This design comes from an exercise in tuning for small area on the open sky130 flow, not from production work.
Function was not checked in any run shown here: the RTL went through the layout flow alone.
Power and IR drop assume default switching activity.

## flow/design.v (module list and top-level ports; edited modules follow where they fit)
// module krv_core: 68 lines
// module core: 533 lines
// module reset_comb: 7 lines
// module imem_ctrl: 40 lines
// module fetch: 270 lines
// module branch_predict: 165 lines
// module predictor_m2n2: 83 lines
// module basic_predictor_2b: 61 lines
// module predictor_rec: 85 lines
// module loop_predictor: 81 lines
// module ret_stack: 61 lines
// module dec: 893 lines
// module gprs: 39 lines
// module imm_gen: 23 lines
// module alu: 244 lines
// module mul33: 1835 lines
// module div_u: 91 lines
// module dmem_ctrl: 316 lines
// module wb_ctrl: 33 lines
// module mcsr: 397 lines
// module trap_ctrl: 278 lines
// module en_cnt: 21 lines
// module rca: 22 lines
// module rinc: 21 lines
module krv_core (
	input  wire clk,
	input  wire rstn,
	output wire wfi,
	input  wire kplic_int,
	input  wire [63:0] mtime,
	input  wire core_timer_int,
	output wire instr_itcm_access,
	output wire [31:0] instr_itcm_addr,
	input  wire [31:0] instr_itcm_read_data,
	input  wire instr_itcm_read_data_valid,
	output wire data_dtcm_access,
	input  wire data_dtcm_ready,
	output wire data_dtcm_rd0_wr1,
	output wire [3:0] data_dtcm_byte_strobe,
	output wire [31:0] data_dtcm_write_data,
	output wire [31:0] data_dtcm_addr,
	input  wire [31:0] data_dtcm_read_data,
	input  wire data_dtcm_read_data_valid,
	output wire IAXI_access,
	output wire [31:0] IAXI_addr,
	input  wire [31:0] IAXI_read_data,
	input  wire IAXI_read_data_valid,
	output wire DAXI_access,
	output wire DAXI_rd0_wr1,
	output wire [3:0] DAXI_byte_strobe,
	output wire [31:0] DAXI_write_data,
	output wire [31:0] DAXI_addr,
	input  wire DAXI_trans_buffer_full,
	input  wire [31:0] DAXI_read_data,
	input  wire DAXI_read_data_valid
);
  // ...
==> flow/run.sh <==
#!/bin/bash
# synth_recipe.tcl (not shown) runs the flow's synth.tcl, then flattens the netlist and writes it again
# the make line also repeats each setting of config.mk as NAME=value (left out here)
make -C /OpenROAD-flow-scripts/flow DESIGN_CONFIG=/design/flow/config.mk WORK_HOME=/design/flow/orfs CLKGATE_MAP_FILE= SYNTH_SCRIPT=/design/flow/synth_recipe.tcl finish
==> flow/config.mk <==
export PLATFORM = sky130hd
export DESIGN_NAME = krv_core
export DESIGN_NICKNAME = krv_core
export VERILOG_FILES = /design/flow/design.v
export SDC_FILE = /design/flow/constraint.sdc
export NUM_CORES = 8
export LEC_CHECK = 0
export CAP_MARGIN = 10
export CORE_MARGIN = 2
export CORE_UTILIZATION = 55
export CTS_BUF_LIST = sky130_fd_sc_hd__clkbuf_4 sky130_fd_sc_hd__clkbuf_8
export CTS_CLUSTER_DIAMETER = 100
export CTS_CLUSTER_SIZE = 30
export GPL_TIMING_DRIVEN = 0
export PLACE_DENSITY = 0.65
export SLEW_MARGIN = 10
==> flow/constraint.sdc <==
create_clock -name core_clock -period 100.0 [get_ports {clk}]
set_input_delay 20.0000 -clock core_clock [delete_from_list [all_inputs] [get_ports {clk}]]
set_output_delay 20.0000 -clock core_clock [all_outputs]
set_load 0.01 [all_outputs]
==> results.sh, run 1 <==
export IMPL_gp_congestion=1.20
export IMPL_yosysWarnings=25
export IMPL_dpl_cell_area_um2=250000
export IMPL_synth_flop_cell="edfxtp_1"
export IMPL_postCtsSetupRepairBufs=0
export IMPL_synth_seq_area_share_pct=48.5
export IMPL_cts_resized=0
export IMPL_synth_top_area_share_pct=37.0
export IMPL_rows=239
export IMPL_synth_common_cells="2888 x edfxtp_1, 2686 x nand2_1, 1327 x clkbuf_1"
export IMPL_cts_root_buf="clkbuf_8"
export IMPL_initial_core_util_pct=55.3
export IMPL_synth_compound_area_share_pct=14.3
export IMPL_status="stopped before the end"
export IMPL_synth_most_common_cell="edfxtp_1"
export IMPL_synth_distinct_cells=107
export IMPL_grt_max_degree=163
export IMPL_cts_buffers=168
export IMPL_place_inst=27356
export IMPL_synth_seq_cells=3965
export IMPL_synthesis_area_um2=235000
export IMPL_synth_xor_area_share_pct=3.28
export IMPL_haltStage="5_1_grt"
export IMPL_netlist_instances=21109
export IMPL_error="[ERROR GRT-0116] Global routing finished with congestion. Check the congestion regions in the DRC Viewer."
export IMPL_portBuffers=407
export IMPL_yosysTopAreaCell="edfxtp_1"
==> inputs of run 2 (changes only) <==
==> flow/config.mk (replaced) <==
export PLATFORM = sky130hd
export DESIGN_NAME = krv_core
export DESIGN_NICKNAME = krv_core
export VERILOG_FILES = /design/flow/design.v
export SDC_FILE = /design/flow/constraint.sdc
export NUM_CORES = 8
export LEC_CHECK = 0
export CAP_MARGIN = 0
export CORE_MARGIN = 2
export CORE_UTILIZATION = 70
export CTS_BUF_LIST = sky130_fd_sc_hd__clkbuf_8
export CTS_CLUSTER_DIAMETER = 150
export CTS_CLUSTER_SIZE = 40
export GPL_TIMING_DRIVEN = 0
export PLACE_DENSITY = 0.78
export SLEW_MARGIN = 0
==> run 2 against run 1 <==
The flow again stops in 5_1_grt. Synthesized cell count stayed put. Synthesized area stayed put.
==> results.sh, run 2 <==
export IMPL_cts_buffers=114
export IMPL_error="[ERROR GRT-0116] Global routing finished with congestion. Check the congestion regions in the DRC Viewer."
export IMPL_async_reset_ff_share_pct=26.8
export IMPL_synth_top_area_share_pct=37.0
export IMPL_initial_core_util_pct=70.3
export IMPL_synth_common_cells="2888 x edfxtp_1, 2686 x nand2_1, 1327 x clkbuf_1"
export IMPL_cts_resized=0
export IMPL_postCtsSetupRepairBufs=0
export IMPL_place_inst=26013
export IMPL_cts_root_buf="clkbuf_8"
export IMPL_netlist_instances=21109
export IMPL_postSynthAreaPerCell_um2=11.1
export IMPL_ctsHoldBuffers=0
export IMPL_place_hpwl_mm=910
export IMPL_synth_most_common_cell="edfxtp_1"
export IMPL_synthesis_area_um2=235000
export IMPL_yosysWarnings=25
export IMPL_cts_htree_levels=3
export IMPL_place_ws_ns=62.35
export IMPL_rows=212
export IMPL_synth_edf_count=2888
export IMPL_portBuffers=407
export IMPL_design_portCount=409
export IMPL_grt_max_degree=186
export IMPL_fp_dieH_um=583
export IMPL_status="stopped before the end"
export IMPL_synth_seq_cells=3965
export IMPL_yosysTopAreaCell="edfxtp_1"
export IMPL_synth_flop_cell="edfxtp_1"
export IMPL_synth_distinct_cells=107
export IMPL_ys_top_cells_by_area="edfxtp_1 37%, dfrtp_1 10%, fa_1 7.5%"
export IMPL_synth_seq_area_share_pct=48.5
export IMPL_gp_congestion=1.24
export IMPL_die_w_um=583
export IMPL_syn_nets=22821
export IMPL_haltStage="5_1_grt"
export IMPL_cts_path_max_buffers=4
export IMPL_cts_sinks=3965
run 2: cell counts after synthesis:
No cell type changed its count.
run 2: logic make-up after synthesis:
| kind of cell | count (synthesis) | share of synthesized area [%] |
|---|---|---|
| AO/OA/AOI/OAI | 5015 | 14.3 |
| adder cells (fa/ha/maj) | 1517 | 10.9 |
| XOR/XNOR | 879 | 3.28 |
| AND/OR/NAND/NOR | 5691 | 10.6 |
| multiplexers | 1281 | 7.77 |
| buffers and inverters | 2761 | 4.63 |
| flip-flops | 3965 | 48.5 |
run 2: power groups by stage:
stage | Clock (uW) | Sequential (uW) | Combinational [uW]
4_1_cts | 571 | 1910 | 1560
2_1_floorplan | 0 | 1880 | 794
3_5_place_dp | 0 | 1940 | 1540
3_3_place_gp | 0 | 1940 | 1480
run 2: per-stage QoR:
step / hold WS, ns / area, um^2
2_1_floorplan: 0.331 / 235000
4_1_cts: 0.388 / 249000
3_3_place_gp: 0.335 / 244000
3_5_place_dp: 0.342 / 247000
run 2: how the worst max path moves through the flow:
stage / to / slack, ns
3_3_place_gp: asynchronous set/reset pin / 28.90
2_1_floorplan: data_dtcm_access / 64.91
4_1_cts: DAXI_access / 61.09
3_5_place_dp: DAXI_access / 62.35
